This design comes from an exercise in tuning for small area and a short achievable clock period on the open sky130 flow, not from production work.
In this exercise RTL edits were held to simulation tests only and were not proved equivalent to the original.

## flow/design.v (module list and top-level ports; edited modules follow where they fit)
// module top: 1741 lines
// module fa: 4 lines
// module ha: 4 lines
module top (input logic clk, rst,
            input logic enable, din,
            input logic signed [10:0] x,
            output logic signed [11:0] q,
            output logic spike);
  // ...
==> flow/flow/run.sh <==
#!/bin/bash
# Standard ORFS layout (the standard.sh), with timing repair aimed at a
# setup slack of 8.3 ns at the design's 12 ns clock, so that the resizer keeps
# improving paths that already meet 12 ns.  Logs: standard.log and orfs/logs.
set -euo pipefail
bash standard.sh SETUP_SLACK_MARGIN=8.3  BUFFER_PORTS_ARGS="-buffer_cell sky130_fd_sc_hd__buf_2" finish > standard.log 2>&1
==> flow/standard.sh <==
#!/bin/bash
# synth_recipe.tcl (not shown) runs the flow's synth.tcl, then flattens the netlist and writes it again
# the make line also repeats each setting of config.mk as NAME=value (left out here)
make -C /OpenROAD-flow-scripts/flow DESIGN_CONFIG=/design/flow/config.mk WORK_HOME=/design/flow/orfs CLKGATE_MAP_FILE= SYNTH_SCRIPT=/design/flow/synth_recipe.tcl "${@:-finish}"
==> flow/config.mk <==
export PLATFORM = sky130hd
export DESIGN_NAME = top
export DESIGN_NICKNAME = top
export VERILOG_FILES = /design/flow/design.v
export SDC_FILE = /design/flow/constraint.sdc
export NUM_CORES = 4
export LEC_CHECK = 0
export ABC_AREA = 1
export CAP_MARGIN = 20
export CORE_MARGIN = 2
export CORE_UTILIZATION = 40
export SETUP_SLACK_MARGIN = 5
export SLEW_MARGIN = 20
export SYNTH_HIERARCHICAL = 1
export SYNTH_MINIMUM_KEEP_SIZE = 0
==> flow/constraint.sdc <==
create_clock -name core_clock -period 12.0 [get_ports {clk}]
set_input_delay 2.4000 -clock core_clock [delete_from_list [all_inputs] [get_ports {clk}]]
set_output_delay 2.4000 -clock core_clock [all_outputs]
set_load 0.01 [all_outputs]
==> results.py, run 1 <==
metrics = {
    "timing": {
        "slew_headroom": 0.619,
        "fin_skew_ns": 0.0226,
        "fin_crit_ns": 3.63,
        "period_share": 0.302,
    },
    "clock_network": {
        "h-tree-depth": 2,
        "post_cts_resize_count": 145,
        "path_clk_slew_ns": 0.06,
        "clock_latency_ns": 0.60,
        "cts_setup_buffers": 12,
        "postCtsHoldBufs": 0,
        "numCtsBuffers": 47,
        "clock_sinks": 403,
    },
    "yosys": {
        "synthMuxAreaShare": 0,
        "yosysMostFrequentCell": "inv_1",
        "synth_top_family_by_area": "adder cells",
        "yosys_warnings": 7,
        "yosysSeqAreaShare": 0.271,
        "synth_ff_type": "dfxtp_1",
    },
    "layout": {
        "final_area_sq_mm": 0.0340,
        "num-nonclk-buffers": 78,
        "top_regs": "h1 x21, h2 x21, v47 x19",
        "nMultiInputCombCells": 2419,
    },
    "grt": {
        "grtUsageTotal": 0.184,
        "antenna_found_initial": 0,
    },
    "setup_path": {
        "start_kind": "register",
        "cpLargestDelayFamily": "adder cells",
        "cp-endpoint": "h2[20]",
        "cp_data_required_time_ns": 12.48,
        "criticalPathCategory": "register to register",
        "cp_slowest_stage_delay_ns": 0.47,
        "crit_fanout": 7,
    },
    "detailed_routing": {
        "wl_mm": 69.7,
        "postRouteAntennaNets": 0,
        "first_iter_violations": 1236,
        "drt-met1-wl_mm": 33.7,
    },
    "hold_path": {
        "whs_path_depth": 2,
    },
    "run_status": {
        "status": "timing/DRC/antenna clean",
    },
}
==> inputs of run 2 (changes only) <==
--- a/flow/design.v
+++ b/flow/design.v
@@ -513,25 +513,25 @@
 logic [11:0] pp1;
 logic bng1;
 logic [11:0] pp2;
 logic bng2;
 logic [11:0] pp3;
 logic bng3;
 logic [11:0] pp4;
 logic bng4;
-logic [4:0] bop;
-logic [4:0] bon;
-logic [4:0] btp;
-logic [4:0] btn;
 logic [10:0] z0;
 logic [10:0] z1;
 logic [10:0] z2;
 logic [10:0] z3;
 logic [10:0] z0n;
+logic [4:0] bop;
+logic [4:0] bon;
+logic [4:0] btp;
+logic [4:0] btn;
 logic [11:0] r5;
 logic pm_0_s;
 logic pm_0_c;
 logic pm_1_s;
 logic pm_1_c;
 logic pm_2_s;
 logic pm_2_c;
 logic pm_3_s;
@@ -1386,35 +1386,37 @@
 assign pp4[8] = (bop[4] & za[9]) | (bon[4] & ~za[9]) | (btp[4] & za[8]) | (btn[4] & ~za[8]);
 assign pp4[9] = (bop[4] & za[10]) | (bon[4] & ~za[10]) | (btp[4] & za[9]) | (btn[4] & ~za[9]);
 assign pp4[10] = (bop[4] & za[11]) | (bon[4] & ~za[11]) | (btp[4] & za[10]) | (btn[4] & ~za[10]);
 assign pp4[11] = (bop[4] & za[12]) | (bon[4] & ~za[12]) | (btp[4] & za[11]) | (btn[4] & ~za[11]);
 assign bng4 = bon[4] | btn[4];
 assign r5p = (t1n[9] ^ t1n[10]) ? (t1n[10] ? ~zs : zs) : 12'd0;
 assign r5_n = r5p + 12'd3414 + {11'd0, ~t1n[9] & t1n[10]};
 always_ff @(posedge clk) begin
-  bop <= bop_n;
-  bon <= bon_n;
-  btp <= btp_n;
-  btn <= btn_n;
-end
-always_ff @(posedge clk) begin
   if (rst) begin
     z0 <= 11'd0;
     z1 <= 11'd0;
     z2 <= 11'd0;
     z3 <= 11'd0;
     z0n <= 11'd2047;
+    bop <= 5'd0;
+    bon <= 5'd0;
+    btp <= 5'd0;
+    btn <= 5'd0;
     r5 <= 12'd3414;
   end else begin
     z0 <= y2a;
     z1 <= z0;
     z2 <= z1;
     z3 <= z2;
     z0n <= ~y2a;
+    bop <= bop_n;
+    bon <= bon_n;
+    btp <= btp_n;
+    btn <= btn_n;
     r5 <= r5_n;
   end
 end
 ha pm_0 (.a(pp0[6]), .b(pp1[4]), .s(pm_0_s), .co(pm_0_c));
 ha pm_1 (.a(pp0[7]), .b(pp1[5]), .s(pm_1_s), .co(pm_1_c));
 fa pm_2 (.a(pp0[8]), .b(pp1[6]), .c(pp2[4]), .s(pm_2_s), .co(pm_2_c));
 ha pm_3 (.a(pp3[2]), .b(pp4[0]), .s(pm_3_s), .co(pm_3_c));
 assign pm_4_s = 1'b1 ^ pp0[9] ^ pp1[7];
==> flow/flow/run.sh (replaced) <==
#!/bin/bash
# Standard ORFS layout (the standard.sh), with timing repair aimed at a
# setup slack of 8.4 ns at the design's 12 ns clock, so that the resizer keeps
# improving paths that already meet 12 ns.  Logs: standard.log and orfs/logs.
set -euo pipefail
bash standard.sh SETUP_SLACK_MARGIN=8.4  BUFFER_PORTS_ARGS="-buffer_cell sky130_fd_sc_hd__buf_2" finish > standard.log 2>&1
==> results.py, run 2 <==
metrics = {
    "hold_path": {
        "hold_class": "register to register",
        "hp-start": "z1[3]",
    },
    "yosys": {
        "synth_top_area_cell": "dfxtp_1",
        "syn_inst": 3406,
        "synthArstFlopShare": 0,
        "ys_seq_elements": 403,
        "synth_area_sq_mm": 0.0297,
        "yosys_warnings": 7,
        "yosysMostFrequentCell": "inv_1",
        "synth_top_area_frac": 0.271,
        "syn_area_per_cell_sq_um": 8.73,
        "synth_ff_type": "dfxtp_1",
        "synthTopCellsByCount": "527 x inv_1, 479 x nand2_1, 403 x dfxtp_1",
        "yosysSeqAreaShare": 0.271,
        "synth.area.top_cells": "dfxtp_1 27%, fa_1 24%, ha_1 13%",
        "synth_edf_count": 0,
        "yosysUniqueCellTypes": 54,
    },
    "floorplanning": {
        "dieArea_sq_mm": 0.0765,
        "dieHeight_microns": 277,
        "die_w_microns": 277,
        "std_cell_rows": 99,
        "coreArea_sq_mm": 0.0732,
        "start_util": 0.406,
        "io_pins": 28,
    },
    "placed_design": {
        "placed_area_sq_mm": 0.0310,
        "dp_slack_ns": 7.34,
        "dp_hpwl_mm": 53.1,
        "numPortBuffers": 27,
        "dp.cells": 4333,
        "routabilityCongestion": 0.874,
    },
    "setup_path": {
        "start_kind": "register",
        "cp.depth": 14,
        "worst-endpoint-arrival_ns": 4.06,
        "slowest_stage": "fa_1",
        "cp-startpoint": "bop[1]",
        "cp_data_required_time_ns": 12.48,
        "cp-endpoint": "p[11]",
        "crit_fanout": 10,
        "r2r_slack_ns": 8.41,
        "cp_slowest_stage_delay_ns": 0.60,
        "reg2reg_depth": 14,
        "critPathBufInv": 1,
        "worstSetupEndpointType": "register",
        "criticalPathCategory": "register to register",
        "cpMostUsedCell": "fa_1",
        "cpLargestDelayFamily": "adder cells",
        "cp_cell_sequence": "o21ai_2, o211ai_1, fa_1, fa_1, fa_1, ha_4, a21oi_4, o21ai_1, a21oi_2, inv_1, nand2_2, o2111ai_4, o21ai_1, a21oi_1",
        "r2r_end": "p[11]",
        "r2r-start": "bop[1]",
    },
    "detailed_routing": {
        "first_iter_violations": 1462,
        "postRouteAntennaNets": 0,
        "routedWlPerCell_microns": 15.8,
        "drcViolationCount": 0,
        "drtPass1Iterations": 6,
        "vias": 22494,
        "avgViaCountPerCell": 4.97,
        "wl_mm": 71.3,
    },
    "timing": {
        "period_share": 0.299,
        "fin_crit_ns": 3.59,
        "finalMaxSlewViolations": 0,
        "tightest_slew_ns": 0.862,
        "hold_slack_ns": 0.395,
        "rsz0062_at_grt": "true",
        "layout_setup_ws_ns": 8.41,
        "finalSetupTns_ns": 0,
        "setup_viol": 0,
        "fin_skew_ns": 0.0412,
        "slew_headroom": 0.425,
        "max_freq_mhz": 279,
        "hold_viol": 0,
    },
    "grt": {
        "antenna_found_initial": 0,
        "grt_overflow_total": 0,
        "grtUsageTotal": 0.186,
        "first_global_vias": 22176,
        "grt_max_degree": 158,
        "grt_pass1_wl_mm": 116,
    },
    "layout": {
        "final_area_sq_mm": 0.0351,
        "drive_gt1_frac": 0.166,
        "diodes": 0,
        "top_regs": "h1 x21, h2 x21, v47 x19",
        "layout.cells.non_filler": 4523,
        "final_common_cell": "inv_1",
        "n_fill_cell": 6904,
        "syn_to_final_growth_pct": 18.1,
        "layout_common_cells": "510 x inv_1, 451 x nand2_1, 336 x fa_1",
        "fin_nets": 4209,
    },
    "clock_network": {
        "h-tree-depth": 2,
        "clock_sinks": 403,
        "path_clk_slew_ns": 0.06,
        "tritoncts": "done",
        "clock_latency_ns": 0.62,
        "root_buffer": "clkbuf_16",
        "numCtsBuffers": 46,
        "postCtsHoldBufs": 0,
        "clockBufferDepth": 3,
    },
    "job": {
        "max_cap_viol_count": 0,
    },
    "run_status": {
        "status": "timing/DRC/antenna clean",
    },
}
run 2: area by class of cell:
cell class	instances	area (sq um)	share of cell area
timing repair inverter	1	7.51	0.000214
timing repair buffer	139	1100	0.0314
clock buffer	60	1270	0.0363
clock inverter	23	338	0.00962
multi-input combinational	2404	20900	0.594
sequential	403	8280	0.236
tap	959	1200	0.0342
inverter	534	2050	0.0584
run 2: logic make-up after synthesis:
logic type | synth area share
compound gates | 0.136
simple gates | 0.142
flops | 0.271
fa+ha+maj | 0.370
buf+inv | 0.0761
xor+xnor | 0.00471
other cells | 0.000126
run 2: routing by layer:
| layer | up-vias | global-route usage | wire (microns) |
|---|---|---|---|
| met5 | - | 0 | 0 |
| met4 | 0 | 0.0535 | 1810 |
| met3 | 108 | 0.0251 | 3220 |
| met2 | 447 | 0.302 | 32600 |
| met1 | 10587 | 0.260 | 33700 |
| li1 | 11352 | - | - |
run 2: worst min path at each step:
stage | to | slack, ns | cells after the start
final | z2[3] | 0.40 | 2
after global routing | z3[7] | 0.42 | 2
after CTS | z2[3] | 0.39 | 2
after detailed placement | z2[7] | 0.39 | 2
after global placement | z3[7] | 0.39 | 2
after floorplan | z2[0] | 0.39 | 2
run 2: worst min-delay path: cells and delay by family (launching register included):
kind	cells	cell delay, ns
and+or+nand+nor	1	0.03
DFF	1	0.30
buffers and inverters	1	0.04
run 2: repair_timing:
item / in CTS / in global routing
gates resized for setup: 179 / 274
buffers inserted: 21 / 85
setup endpoints to repair: 132 / 82
pin swaps: 17 / 117
gates cloned: 0 / 1
run 2: modules after synthesis (local to each module, per instance):
module,copies in the design,flops+latches,cell area [sq um],cells inside
ha,73,0,12.5,1
fa,348,0,20.0,1
top,1,403,21800,2985
run 2: metrics by stage:
stage	utilization
6_report	0.480
3_5_place_dp	0.423
4_1_cts	0.454
5_1_grt	0.480
2_1_floorplan	-
3_3_place_gp	0.423
==> inputs of run 3 (changes only) <==
==> flow/flow/run.sh (replaced) <==
#!/bin/bash
# Standard ORFS layout (the standard.sh), with timing repair aimed at a
# setup slack of 8.1 ns at the design's 12 ns clock, so that the resizer keeps
# improving paths that already meet 12 ns.  Logs: standard.log and orfs/logs.
set -euo pipefail
bash standard.sh SETUP_SLACK_MARGIN=8.1  BUFFER_PORTS_ARGS="-buffer_cell sky130_fd_sc_hd__buf_2" finish > standard.log 2>&1
==> results.py, run 3 <==
metrics = {
    "yosys": {
        "ys_seq_elements": 403,
        "yosysMostFrequentCell": "inv_1",
        "synth_ff_type": "dfxtp_1",
        "yosysSeqAreaShare": 0.271,
        "yosys_warnings": 7,
        "yosysUniqueCellTypes": 54,
        "synth_area_sq_mm": 0.0297,
        "synth_edf_count": 0,
        "synthTopCellsByCount": "527 x inv_1, 479 x nand2_1, 403 x dfxtp_1",
        "syn_inst": 3406,
        "synthArstFlopShare": 0,
        "synth_top_area_frac": 0.271,
        "synth.area.top_cells": "dfxtp_1 27%, fa_1 24%, ha_1 13%",
        "syn_area_per_cell_sq_um": 8.73,
        "synth_top_area_cell": "dfxtp_1",
    },
    "layout": {
        "syn_to_final_growth_pct": 11.3,
        "utilization": 0.452,
        "n_fill_cell": 7127,
        "layout_common_cells": "519 x inv_1, 477 x nand2_1, 354 x fa_1",
        "drive_gt1_frac": 0.0887,
        "final_common_cell": "inv_1",
        "top_regs": "h1 x21, h2 x21, v47 x19",
        "diodes": 0,
        "fin_nets": 4131,
    },
    "setup_path": {
        "start_kind": "register",
        "cp_cell_sequence": "fa_1, fa_1, fa_1, ha_1, nand2_1, nor2_2, o21ai_0, o211ai_1, nor2_1, o21bai_2, nand3_1, nand2_1, xor2_1, nand2_1",
        "criticalPathCategory": "register to register",
        "cpLargestDelayFamily": "adder cells",
        "slowest_stage": "fa_1",
        "critPathBufInv": 0,
        "worst-endpoint-arrival_ns": 4.28,
        "cp_slowest_stage_delay_ns": 0.51,
        "worstSetupEndpointType": "register",
        "cp_data_required_time_ns": 12.47,
        "crit_fanout": 8,
    },
    "timing": {
        "period_share": 0.317,
        "max_freq_mhz": 263,
        "rsz0062_at_grt": "true",
        "hold_viol": 0,
        "finalMaxSlewViolations": 0,
        "fin_crit_ns": 3.81,
        "finalSetupTns_ns": 0,
        "slew_headroom": 0.520,
        "fin_skew_ns": 0.0265,
        "tightest_slew_ns": 0.721,
        "setup_viol": 0,
    },
    "clock_network": {
        "h-tree-depth": 2,
        "postCtsHoldBufs": 0,
        "clock_latency_ns": 0.61,
        "clockBufferDepth": 3,
        "root_buffer": "clkbuf_16",
        "clock_sinks": 403,
        "tritoncts": "done",
        "numCtsBuffers": 46,
        "path_clk_slew_ns": 0.06,
    },
    "grt": {
        "grt_overflow_total": 0,
        "grtUsageTotal": 0.182,
        "grt_max_degree": 81,
        "grtUsageMet3": 0.0269,
        "antenna_found_initial": 0,
        "top_usage_layer": "met2",
        "first_global_vias": 21597,
        "gr-usage-met1": 0.258,
        "met2_usage": 0.295,
        "grt_pass1_wl_mm": 113,
    },
    "placed_design": {
        "routabilityCongestion": 0.844,
        "dp_hpwl_mm": 53.4,
        "numPortBuffers": 27,
    },
    "floorplanning": {
        "std_cell_rows": 99,
        "io_pins": 28,
        "die_w_microns": 277,
        "start_util": 0.406,
        "dieHeight_microns": 277,
        "dieArea_sq_mm": 0.0765,
        "coreArea_sq_mm": 0.0732,
    },
    "run_status": {
        "status": "timing/DRC/antenna clean",
    },
    "detailed_routing": {
        "drtPass1Iterations": 7,
        "avgViaCountPerCell": 4.98,
        "wl_mm": 68.8,
        "vias": 22131,
        "routedWlPerCell_microns": 15.5,
        "first_iter_violations": 1536,
        "drcViolationCount": 0,
        "postRouteAntennaNets": 0,
    },
    "job": {
        "max_cap_viol_count": 0,
    },
    "hold_path": {
        "hold_class": "register to register",
    },
}
## run 3: cell types whose count changed in the layout (fill, tap and decap cells not counted), moves of 21 or more
cell,change
nand2_1,+26
ha_1,+53
a21oi_1,+27
nand2_2,-21
dfxtp_4,-26
o21ai_1,-21
ha_4,-47
o21ai_0,+31
buf_4,-70
## run 3: cells by family after synthesis
kind of cell             Yosys count  synth area share
other                              1          0.000126
flip-flops                       403             0.271
buffers and inverters            600            0.0761
adder cells (fa/ha/maj)          665             0.370
XOR/XNOR                          16           0.00471
AND/OR/NAND/NOR                  998             0.142
AO/OA/AOI/OAI                    723             0.136
## run 3: final timing paths
kind             to  slack (ns)    from  cells past startpoint
max          h1[17]        8.19  y1n[5]                     14
min           z3[5]        0.40   z2[5]                      2
max reg2reg  h1[17]        8.19  y1n[5]                     14
min reg2reg   z3[5]        0.40   z2[5]                      2
## run 3: through the flow
stage	hold WS (ns)	setup slack, ns	std cells	instance area [sq um]
after floorplan	0.388	8.06	3407	29700
final	0.400	8.19	4442	33100
after detailed placement	0.395	7.19	4332	30900
after global routing	0.417	8.02	4442	33100
after CTS	0.403	8.10	4415	32600
after global placement	0.389	7.20	4332	30900
## run 3: area by class of cell
cell class              instances  area, sq um  share of cell area
multi-input cells            2404        19600               0.592
flip-flops and latches        403         8190               0.247
inverters                     534         2040              0.0616
clock buffers                  62         1330              0.0402
well taps                     959         1200              0.0363
repair buffers                 62          443              0.0134
clock inverters                18          289             0.00873
## run 3: modules after synthesis (local to each module, per instance)
module	cells inside	copies in the design	area [sq um]	flip-flops and latches
top	2985	1	21800	403
ha	1	73	12.5	0
fa	1	348	20.0	0
## run 3: metal layers
layer,part of all wire,vias to the layer above
met4,0.019,0
met2,0.45,413
met3,0.043,77
li1,-,11183
met5,0,-
met1,0.48,10458
## run 3: tightest hold or removal path: cells and delay by family (launching register included)
kind          cells  cell delay, ns
simple gates      1            0.03
flops             1            0.29
buf+inv           1            0.04
## run 3: repair_timing
action	CTS	global route
cloned	0	0
resized for setup	60	95
buffers inserted	3	27
setup endpoints to repair	149	45
pin swaps	1	13
==> inputs of run 4 (changes only) <==
==> flow/flow/run.sh (replaced) <==
#!/bin/bash
# Standard ORFS layout (the standard.sh), with timing repair aimed at a
# setup slack of 8.2 ns at the design's 12 ns clock, so that the resizer keeps
# improving paths that already meet 12 ns.  Logs: standard.log and orfs/logs.
set -euo pipefail
bash standard.sh SETUP_SLACK_MARGIN=8.2  BUFFER_PORTS_ARGS="-buffer_cell sky130_fd_sc_hd__buf_2" finish > standard.log 2>&1
==> results.py, run 4 <==
metrics = {
    "detailed_routing": {
        "avgViaCountPerCell": 4.98,
        "drtPass1Iterations": 5,
        "drcViolationCount": 0,
        "routedWlPerCell_microns": 15.5,
        "vias": 22173,
        "postRouteAntennaNets": 0,
        "wl_mm": 69.1,
        "first_iter_violations": 1339,
    },
    "hold_path": {
        "hp-start": "z1[5]",
        "hold_class": "register to register",
        "whs_path_depth": 2,
        "hold_path_end": "z2[5]",
    },
    "yosys": {
        "synthArstFlopShare": 0,
        "syn_area_per_cell_sq_um": 8.73,
        "yosysSeqAreaShare": 0.271,
        "synth_ff_type": "dfxtp_1",
        "ys_seq_elements": 403,
        "synth_area_sq_mm": 0.0297,
        "yosysUniqueCellTypes": 54,
        "syn_inst": 3406,
        "synth_top_area_frac": 0.271,
        "synth_top_area_cell": "dfxtp_1",
        "synth_edf_count": 0,
        "synth.area.top_cells": "dfxtp_1 27%, fa_1 24%, ha_1 13%",
        "synthTopCellsByCount": "527 x inv_1, 479 x nand2_1, 403 x dfxtp_1",
        "yosys_warnings": 7,
        "yosysMostFrequentCell": "inv_1",
    },
    "layout": {
        "syn_to_final_growth_pct": 11.9,
        "register_area_sq_mm": 0.00822,
        "top_regs": "h1 x21, h2 x21, v47 x19",
        "drive_gt1_frac": 0.102,
        "final_common_cell": "inv_1",
        "n_fill_cell": 7072,
        "utilization": 0.454,
        "layout_common_cells": "517 x inv_1, 470 x nand2_1, 355 x fa_1",
        "diodes": 0,
        "multi_input_area_sq_mm": 0.0199,
        "fin_nets": 4135,
    },
    "clock_network": {
        "root_buffer": "clkbuf_16",
        "path_clk_slew_ns": 0.06,
        "clockBufferDepth": 3,
        "h-tree-depth": 2,
        "postCtsHoldBufs": 0,
        "tritoncts": "done",
        "numCtsBuffers": 47,
        "clock_latency_ns": 0.61,
        "clock_sinks": 403,
    },
    "floorplanning": {
        "start_util": 0.406,
        "std_cell_rows": 99,
        "die_w_microns": 277,
        "coreArea_sq_mm": 0.0732,
        "dieHeight_microns": 277,
        "dieArea_sq_mm": 0.0765,
        "io_pins": 28,
    },
    "run_status": {
        "status": "timing/DRC/antenna clean",
    },
    "setup_path": {
        "criticalPathCategory": "register to register",
        "worst-endpoint-arrival_ns": 4.17,
        "reg2reg_depth": 16,
        "cp_data_required_time_ns": 12.51,
        "r2r_end": "y1a[9]",
        "r2r-start": "y1n[10]",
        "start_kind": "register",
        "r2r_slack_ns": 8.34,
        "crit_fanout": 5,
        "worstSetupEndpointType": "register",
    },
    "timing": {
        "slew_headroom": 0.602,
        "tightest_slew_ns": 0.597,
        "fin_skew_ns": 0.0372,
        "hold_slack_ns": 0.398,
        "setup_viol": 0,
        "fin_crit_ns": 3.66,
        "rsz0062_at_grt": "true",
        "hold_viol": 0,
        "finalMaxSlewViolations": 0,
        "max_freq_mhz": 273,
        "finalSetupTns_ns": 0,
        "period_share": 0.305,
    },
    "job": {
        "max_cap_viol_count": 0,
    },
    "placed_design": {
        "numPortBuffers": 27,
        "dp_hpwl_mm": 53.2,
        "routabilityCongestion": 0.850,
    },
    "grt": {
        "grt_max_degree": 81,
        "first_global_vias": 21847,
        "grtUsageTotal": 0.184,
        "grt_pass1_wl_mm": 114,
        "antenna_found_initial": 0,
        "grt_overflow_total": 0,
    },
}
==> run 4: cell counts after synthesis <==
Identical to the previous run, type by type.
==> run 4: how the worst max path moves through the flow <==
stage / startpoint / end / depth (start not counted)
global placement: rst / ft_r[4] / 5
finish: y1n[10] / y1a[9] / 16
CTS: y1a[9] / y1a[9] / 14
global route: bon[2] / p[10] / 14
floorplan: x[0] / w33[15] / 18
detailed placement: rst / fd_r[7] / 5
==> run 4: stage by stage <==
step | cells | area [sq um] | setup WS (ns)
global placement | 4332 | 30900 | 7.22
detailed placement | 4332 | 30900 | 7.20
CTS | 4430 | 32600 | 8.20
global route | 4449 | 33300 | 8.14
floorplan | 3407 | 29800 | 8.06
finish | 4449 | 33300 | 8.34
==> run 4: cell type report <==
type                            instances  area share
Multi-Input combinational cell       2404       0.597
Sequential cell                       403       0.247
Inverter                              534      0.0613
Clock buffer                           68      0.0401
Tap cell                              959      0.0361
Timing Repair Buffer                   64      0.0145
Clock inverter                         16     0.00402
Timing Repair inverter                  1    0.000150
==> run 4: critical path: stages (launching register included) <==
cell and delay, ns:
dfxtp_4 0.36, buf_12 0.13, fa_1 0.52, fa_1 0.43, fa_1 0.53, ha_4 0.22
a21oi_1 0.14, inv_1 0.08, nor2_1 0.12, nand2_1 0.10, a31oi_4 0.22, o21ai_2 0.11
nand2_1 0.08, o211ai_1 0.11, or2_2 0.29, nand3_1 0.08, inv_1 0.05
==> run 4: modules after synthesis, one instance, submodules excluded <==
module  flip-flops and latches  cells  cell area (sq um)
ha                           0      1               12.5
fa                           0      1               20.0
top                        403   2985              21800
==> run 4: cells by family (layout without fill, tap and decap cells) <==
group,Yosys count,count (layout),share of synthesized area
and+or+nand+nor,998,998,0.142
adders and majority gates,665,665,0.370
AOI/OAI and AO/OA,723,723,0.136
xor gates and xnor gates,16,16,0.00471
buffers and inverters,600,683,0.0761
other,1,2,0.000126
DFF,403,403,0.271
==> run 4: routing by layer <==
| layer | up-vias | routed length, microns | global-route usage |
|---|---|---|---|
| met2 | 393 | 31500 | 0.295 |
| li1 | 11182 | - | - |
| met5 | - | 0 | 0 |
| met4 | 0 | 1480 | 0.0514 |
| met1 | 10510 | 33300 | 0.259 |
| met3 | 88 | 2810 | 0.0241 |
==> run 4: timing repair <==
| item | CTS | global route |
|---|---|---|
| setup endpoints to repair | 198 | 76 |
| buffers inserted | 14 | 18 |
| pin swaps | 6 | 28 |
| gates cloned | 0 | 1 |
| gates resized for setup | 90 | 147 |
==> inputs of run 5 (changes only) <==
--- a/flow/config.mk
+++ b/flow/config.mk
@@ -9,6 +9,8 @@
 export CAP_MARGIN = 20
 export CORE_MARGIN = 2
 export CORE_UTILIZATION = 40
+export CTS_BUF_LIST = sky130_fd_sc_hd__clkbuf_4 sky130_fd_sc_hd__clkbuf_8
+export CTS_CLUSTER_SIZE = 20
 export SETUP_SLACK_MARGIN = 5
 export SLEW_MARGIN = 20
 export SYNTH_HIERARCHICAL = 1
==> results.py, run 5 <==
metrics = {
    "yosys": {
        "yosysSeqAreaShare": 0.271,
        "synthTopCellsByCount": "527 x inv_1, 479 x nand2_1, 403 x dfxtp_1",
        "yosysMostFrequentCell": "inv_1",
        "synth_top_area_cell": "dfxtp_1",
        "ys_seq_elements": 403,
        "synth.area.top_cells": "dfxtp_1 27%, fa_1 24%, ha_1 13%",
        "syn_inst": 3406,
        "synth_ff_type": "dfxtp_1",
        "synth_top_area_frac": 0.271,
        "syn_area_per_cell_sq_um": 8.73,
        "synth_edf_count": 0,
        "yosysUniqueCellTypes": 54,
        "yosys_warnings": 7,
        "synthArstFlopShare": 0,
        "synth_area_sq_mm": 0.0297,
    },
    "layout": {
        "fin_nets": 4154,
        "final_area_sq_mm": 0.0332,
        "drive_gt1_frac": 0.111,
        "layout_common_cells": "517 x inv_1, 473 x nand2_1, 355 x fa_1",
        "top_regs": "h1 x21, h2 x21, v47 x19",
        "final_common_cell": "inv_1",
        "syn_to_final_growth_pct": 11.7,
    },
    "setup_path": {
        "slowest_stage": "fa_1",
        "cpLargestDelayFamily": "adder cells",
        "worstSetupEndpointType": "register",
        "cp_slowest_stage_delay_ns": 0.51,
        "crit_fanout": 8,
        "cp_data_required_time_ns": 12.55,
        "cpMostUsedCell": "fa_1",
        "r2r-start": "y1n[7]",
        "cp_cell_sequence": "ha_1, fa_1, fa_1, fa_1, ha_4, a21oi_1, o31ai_1, a221oi_1, o211ai_1, buf_4, o21ai_0, a21oi_1",
        "cp-startpoint": "y1n[7]",
        "start_kind": "register",
        "worst-endpoint-arrival_ns": 4.18,
        "reg2reg_depth": 12,
        "criticalPathCategory": "register to register",
        "critPathBufInv": 1,
        "cp.depth": 12,
        "cp-endpoint": "h2[19]",
        "r2r_slack_ns": 8.36,
        "r2r_end": "h2[19]",
    },
    "run_status": {
        "status": "timing/DRC/antenna clean",
    },
    "clock_network": {
        "numCtsBuffers": 71,
        "clockBufferDepth": 3,
        "postCtsHoldBufs": 0,
        "clock_sinks": 403,
        "tritoncts": "done",
        "h-tree-depth": 3,
        "clock_latency_ns": 0.66,
        "root_buffer": "clkbuf_8",
        "path_clk_slew_ns": 0.06,
    },
    "floorplanning": {
        "dieHeight_microns": 277,
        "start_util": 0.406,
        "die_w_microns": 277,
        "io_pins": 28,
        "dieArea_sq_mm": 0.0765,
        "std_cell_rows": 99,
        "coreArea_sq_mm": 0.0732,
    },
    "job": {
        "max_cap_viol_count": 0,
    },
    "detailed_routing": {
        "drcViolationCount": 0,
        "wl_mm": 69.4,
        "avgViaCountPerCell": 4.96,
        "routedWlPerCell_microns": 15.5,
        "first_iter_violations": 1299,
        "vias": 22231,
        "postRouteAntennaNets": 0,
        "drtPass1Iterations": 5,
    },
    "timing": {
        "fin_crit_ns": 3.64,
        "period_share": 0.303,
        "rsz0062_at_grt": "true",
        "finalMaxSlewViolations": 0,
        "finalSetupTns_ns": 0,
        "max_freq_mhz": 275,
        "fin_skew_ns": 0.0268,
        "hold_viol": 0,
        "tightest_slew_ns": 0.716,
        "slew_headroom": 0.523,
        "setup_viol": 0,
    },
    "grt": {
        "grt_max_degree": 81,
        "first_global_vias": 21942,
        "grt_overflow_total": 0,
        "antenna_found_initial": 1,
        "grtUsageTotal": 0.185,
        "grt_pass1_wl_mm": 114,
    },
    "placed_design": {
        "routabilityCongestion": 0.850,
        "dp_hpwl_mm": 53.2,
        "placed_area_sq_mm": 0.0309,
        "numPortBuffers": 27,
    },
    "hold_path": {
        "hold_class": "register to register",
    },
}
run 5: cell counts after synthesis:
Identical to the previous run, type by type.
run 5: how the worst min path moves through the flow:
stage,startpoint,end,slack (ns),depth (start not counted)
2_1_floorplan,z1[0],z2[0],0.39,2
3_3_place_gp,z1[4],z2[4],0.39,2
3_5_place_dp,z1[5],z2[5],0.39,2
4_1_cts,z1[5],z2[5],0.40,2
5_1_grt,z2[5],z3[5],0.41,2
6_report,z1[7],z2[7],0.40,2
run 5: logic make-up (layout without fill, tap and decap cells):
kind of cell	Yosys count	count (layout)	synth area share
buffers and inverters	600	711	0.0761
flip-flops	403	403	0.271
adder cells (fa/ha/maj)	665	665	0.370
AND/OR/NAND/NOR	998	998	0.142
AO/OA/AOI/OAI	723	723	0.136
other	1	3	0.000126
XOR/XNOR	16	16	0.00471
run 5: worst min-delay path: stages, from the launching register on:
cell,delay (ns)
dfxtp_1,0.30
inv_1,0.04
nor2_1,0.03
run 5: through the flow:
| step | setup slack (ns) | hold WS (ns) | instances | utilization |
|---|---|---|---|---|
| after global routing | 8.15 | 0.408 | 4478 | 0.454 |
| after CTS | 8.19 | 0.401 | 4460 | 0.445 |
| after detailed placement | 7.20 | 0.392 | 4332 | 0.422 |
| final | 8.36 | 0.398 | 4478 | 0.454 |
| after global placement | 7.22 | 0.389 | 4332 | 0.422 |
| after floorplan | 8.06 | 0.388 | 3407 | - |
run 5: cell type report:
type,instances,area (sq um)
Timing Repair Buffer,60,425
Clock buffer,97,1250
Inverter,534,2040
Antenna cell,1,2.50
Clock inverter,20,228
Tap cell,959,1200
Sequential cell,403,8230
Multi-Input combinational cell,2404,19800
Fill cell,7090,40000
run 5: repair_timing:
action | 4_1_cts | 5_1_grt
buffers inserted | 11 | 17
pin swaps | 5 | 16
gates resized for setup | 88 | 137
setup endpoints to repair | 189 | 82
run 5: per-module statistics from Yosys (local to each module, per instance):
| module | cell area (sq um) | cells inside | flip-flops and latches | copies in the design |
|---|---|---|---|---|
| fa | 20.0 | 1 | 0 | 348 |
| ha | 12.5 | 1 | 0 | 73 |
| top | 21800 | 2985 | 403 | 1 |
run 5: metal layers:
layer  vias up  wire length [microns]  global-route usage
met5         -                      0                   0
met4         0                   1610              0.0535
met2       439                  31700               0.296
met1     10458                  33300               0.259
li1      11224                      -                   -
met3       110                   2840              0.0270

## separate check: timing with driven ports
No port has a modelled driver above. Below, the same layouts with a new extraction and two added sets of constraints.
Step 1: set_driving_cell puts a clkbuf_16 on clk and a buf_2 on each other input, an assumption about the parent block.
Step 2, shift: input delay + t, output delay - t, t = (earliest + latest rising clock arrival at the registers) / 2. This alone moves slack from input paths to output paths.
a / b / c = no drivers / after step 1 / after step 2; a / b = the first two.
run	t, ns	slack for setup (ns)	worst hold slack (ns)
run 1	0.655	8.374 / 8.374 / 7.797	0.400 / 0.400 / 0.400
run 2	0.659	8.414 / 8.414 / 7.826	0.395 / 0.395 / 0.395
run 3	0.660	8.191 / 8.191 / 7.644	0.400 / 0.400 / 0.400
run 4	0.659	8.339 / 8.339 / 7.760	0.398 / 0.398 / 0.398
run 5	0.703	8.362 / 8.362 / 7.695	0.398 / 0.398 / 0.398
After both steps setup and hold are still met in every run listed. For run 5, which loses most, drivers alone change the setup slack by 0.000 ns; drivers and shift together by -0.667 ns.
